Context: an optimization exercise on an open-source flow, tuned for small area and a short achievable clock period. The choices shown serve that exercise and are no tape-out recipe.
In this exercise RTL edits were held to simulation tests only and were not proved equivalent to the original.
Power figures rest on the tool's default switching activity, not on a simulated workload.

Design FIR, start of the top module:
module FIR #
(
    parameter inbit = 11,
    parameter outbit = 23,
    parameter n=32
)
(
    input rst,
    input clk,
    input wire signed [inbit-1:0] infix,
    output reg signed [outbit-1:0] outfix
);
  wire [10:0] wi = infix ^ 11'h400;
  wire rstn = ~rst;
  reg  [10:0] X;      
  reg  [11:0] U0;   
  reg  [11:0] U1;   
  reg  [11:0] U2;   
  reg  [11:0] U3;   
  reg  [11:0] U4;   
  reg  [11:0] U5;   
  reg  [11:0] U6;   
  reg  [11:0] U7;   
  reg  [11:0] U8;   
  reg  [11:0] U9;   
  reg  [11:0] U10;   
  reg  [11:0] U11;   
  reg  [11:0] U12;   
  reg  [11:0] U13;   
  reg  [11:0] U14;   
  reg  [11:0] U15;   
  reg  [11:0] U16;   
  reg  [11:0] U17;   
  reg  A0_0_0;
  reg  A0_0_1;
  reg  A0_1_0;
  reg  A0_1_1;
  reg  A0_2_0;
  reg  A0_2_1;
  reg  A0_3_0;
  reg  A0_4_0;
  reg  A0_4_1;
  reg  A0_5_0;
  reg  A0_5_1;
  reg  A0_6_0;
  reg  A0_6_1;
  reg  A0_7_0;
  reg  A0_7_1;
  reg  A0_8_0;
  reg  A0_8_1;
  reg  A0_9_0;
  reg  A0_9_1;
  reg  A0_10_0;
  reg  A0_10_1;
  reg  A0_11_0;
  reg  A0_11_1;
  reg  A0_12_0;
  reg  A0_12_1;
  reg  A0_13_0;
  reg  A0_13_1;
  reg  A0_14_0;
  reg  A0_14_1;
  reg  A0_15_0;
  ...
Settings: LEC_CHECK=0, CAP_MARGIN=20, CORE_MARGIN=2, CORE_UTILIZATION=40, CTS_BUF_LIST=sky130_fd_sc_hd__clkbuf_16, CTS_CLUSTER_DIAMETER=100, CTS_CLUSTER_SIZE=25, SETUP_SLACK_MARGIN=1.9, SLEW_MARGIN=20, SYNTH_HIERARCHICAL=1; clock period 4.2 ns.
run.sh (not shown) runs the stock make flow with config.mk's settings and CLKGATE_MAP_FILE= SYNTH_SCRIPT=/design/flow/synth_recipe.tcl, a recipe that flattens the netlist after the stock synthesis.
==> next run, changes <==
Settings changed: SETUP_SLACK_MARGIN 1.9 to 2.05.
- clock power barely changes
- setup slack improved by 130 ps
- total power is about the same
- non-clock buffer count climbs by 16
- utilization climbs by 0.37 points
- die area is unchanged
- area after synthesis does not change

* * *

Another version of the RTL of FIR (not shown whole).
For scale: about 2,400 cells after synthesis, about 36 I/O pins, ~31,000 um2 of cells after synthesis.
make LEC_CHECK=0 CAP_MARGIN=20 CORE_MARGIN=2 CORE_UTILIZATION=40 SETUP_SLACK_MARGIN=2.1 SLEW_MARGIN=20 SYNTH_HIERARCHICAL=1 finish   # period 4.2 ns
The starting point went through all stages and came out clean.
==> next run, changes <==
- CTS_BUF_LIST: default -> sky130_fd_sc_hd__clkbuf_16
- CTS_CLUSTER_DIAMETER: default -> 100
- CTS_CLUSTER_SIZE: default -> 25
After rerunning:
- count of clock-buffer cells in the layout drops by 74
- total power fell by 15%
- non-clock buffer count goes down by 1
- maximum frequency grows by 0.51%
- utilization decreases by 1.9 points
- register-to-register slack is about the same
==> next run, changes <==
- CORE_UTILIZATION: 40 -> 60
- CTS_BUF_LIST: sky130_fd_sc_hd__clkbuf_16 -> default
- CTS_CLUSTER_DIAMETER: 100 -> default
- CTS_CLUSTER_SIZE: 25 -> default
- PLACE_DENSITY: default -> 0.75
What happened: Via count grows by 3.9%; routed wire length grows by 3.3%; worst setup slack gains 0.0051 ns; worst hold slack loses 0.0096 ns; clock skew shrinks by 0.010 ns; clock-buffer cell count grows by 64; power grows by 16%; maximum frequency is about the same; cell area grows by 2.4%; final cell count shrinks by 7.9%; first-iteration DRC count grows by 25%.
==> next run, changes <==
- CORE_UTILIZATION: 60 -> 40
- CTS_BUF_LIST: default -> sky130_fd_sc_hd__clkbuf_8
- CTS_CLUSTER_SIZE: default -> 16
- PLACE_DENSITY: 0.75 -> default
The changed run completed with no timing, DRC or antenna violations.
First-iteration DRC count went down by 28%.
Clock skew went up by 0.022 ns.
Sequential cell count does not change.
Die area went up by 49%.
Worst setup slack got worse by 0.0070 ns.
==> next run, changes <==
- CORE_UTILIZATION: 40 -> 60
- CTS_BUF_LIST: sky130_fd_sc_hd__clkbuf_8 -> sky130_fd_sc_hd__clkbuf_16
- CTS_CLUSTER_DIAMETER: default -> 100
- CTS_CLUSTER_SIZE: 16 -> 25
- PLACE_DENSITY: default -> 0.75
=> The changed run finished with timing, DRC and antenna clean; non-clock buffer count increases by 1; power shrinks by 13%; via count decreases by 1.1%; fmax goes down by 2.7%.

* * *

RTL: one of the versions met above, not the one the previous note started from.
Size in the first run: ~710 flip-flops, ~36 I/O pins, about 30,000 um^2 of cells after synthesis.
clock: 4.2 ns
lec_check: 0
cap_margin: 20
core_margin: 2
core_utilization: 40
cts_buf_list: sky130_fd_sc_hd__clkbuf_16
cts_cluster_diameter: 100
cts_cluster_size: 28
setup_slack_margin: 2.05
slew_margin: 20
synth_hierarchical: 1
The baseline completed without violations.
Next try:
- SETUP_SLACK_MARGIN: 2.05 -> 2.1
Outcome: The new run finished with timing, DRC and antenna clean. Die area is unchanged. Setup slack improved by 0.016 ns. Final area grows slightly. Sequential share of layout area falls by 0.19 points. Maximum frequency rises slightly. Critical path depth came out higher by 1. Routed wire length is about the same. Register-to-register slack gains 0.02 ns. Worst hold slack got worse by 0.0041 ns. Power barely changes. Core utilization rose by 0.27 points.
Next try:
- CTS_CLUSTER_SIZE: 28 -> 25
Outcome: The new run completed with no timing, DRC or antenna violations; global-route usage climbs by 0.22 points; first-iteration DRC count decreases by about 9%; critical path depth is lower by 1; hold slack got worse by 0.0037 ns; wire length barely changes; cell area increases by about 0.56%; die area stays the same; sequential share of layout area falls by 0.22 points; power rose by about 2.3%.

port drivers added, routing unchanged:
The flow's constraints put no driver on any port. The routed layouts listed below were extracted and timed again, unchanged, in two steps. Step 1 sets driving cells, clkbuf_16 on the clock port and buf_2 on the other inputs (assumed; they add their load-dependent delay and slew). Step 2 times the ports against the registers' clock, not the clock port: input delays grow and output delays shrink by t, the midpoint of the rising clock arrivals with the driver on. Three values: ideal ports, drivers, drivers and shift; two values: the first two.
run | t, ns | setup slack, ns | worst hold slack (ns) | worst register clock-pin slew, ns
the first run of note 1 | 0.632 | 1.965 / 1.965 / 1.403 | 0.372 / 0.372 / 0.372 | 0.10 / 0.10
the second run of note 1 | 0.633 | 2.095 / 2.083 / 1.561 | 0.373 / 0.373 / 0.373 | 0.10 / 0.10
the first run of note 2 | 0.678 | 2.060 / 2.060 / 1.459 | 0.364 / 0.364 / 0.364 | 0.06 / 0.06
the second run of note 2 | 0.633 | 2.071 / 2.071 / 1.547 | 0.371 / 0.371 / 0.371 | 0.10 / 0.10
the third run of note 2 | 0.659 | 2.076 / 2.076 / 1.492 | 0.361 / 0.361 / 0.361 | 0.07 / 0.07
the fourth run of note 2 | 0.760 | 2.069 / 2.069 / 1.364 | 0.363 / 0.360 / 0.363 | 0.07 / 0.07
the fifth run of note 2 | 0.629 | 2.011 / 2.011 / 1.518 | 0.362 / 0.362 / 0.362 | 0.10 / 0.10
the first run of note 3 | 0.667 | 2.071 / 2.071 / 1.559 | 0.375 / 0.375 / 0.375 | 0.11 / 0.11
the second run of note 3 | 0.656 | 2.087 / 2.087 / 1.539 | 0.371 / 0.371 / 0.371 | 0.11 / 0.11
the third run of note 3 | 0.633 | 2.091 / 2.090 / 1.560 | 0.367 / 0.367 / 0.367 | 0.10 / 0.10
After both steps setup and hold are still met in every run listed. The setup slack of the fourth run of note 2, which loses most, moves by 0.000 ns with the drivers and by -0.705 ns with both steps.
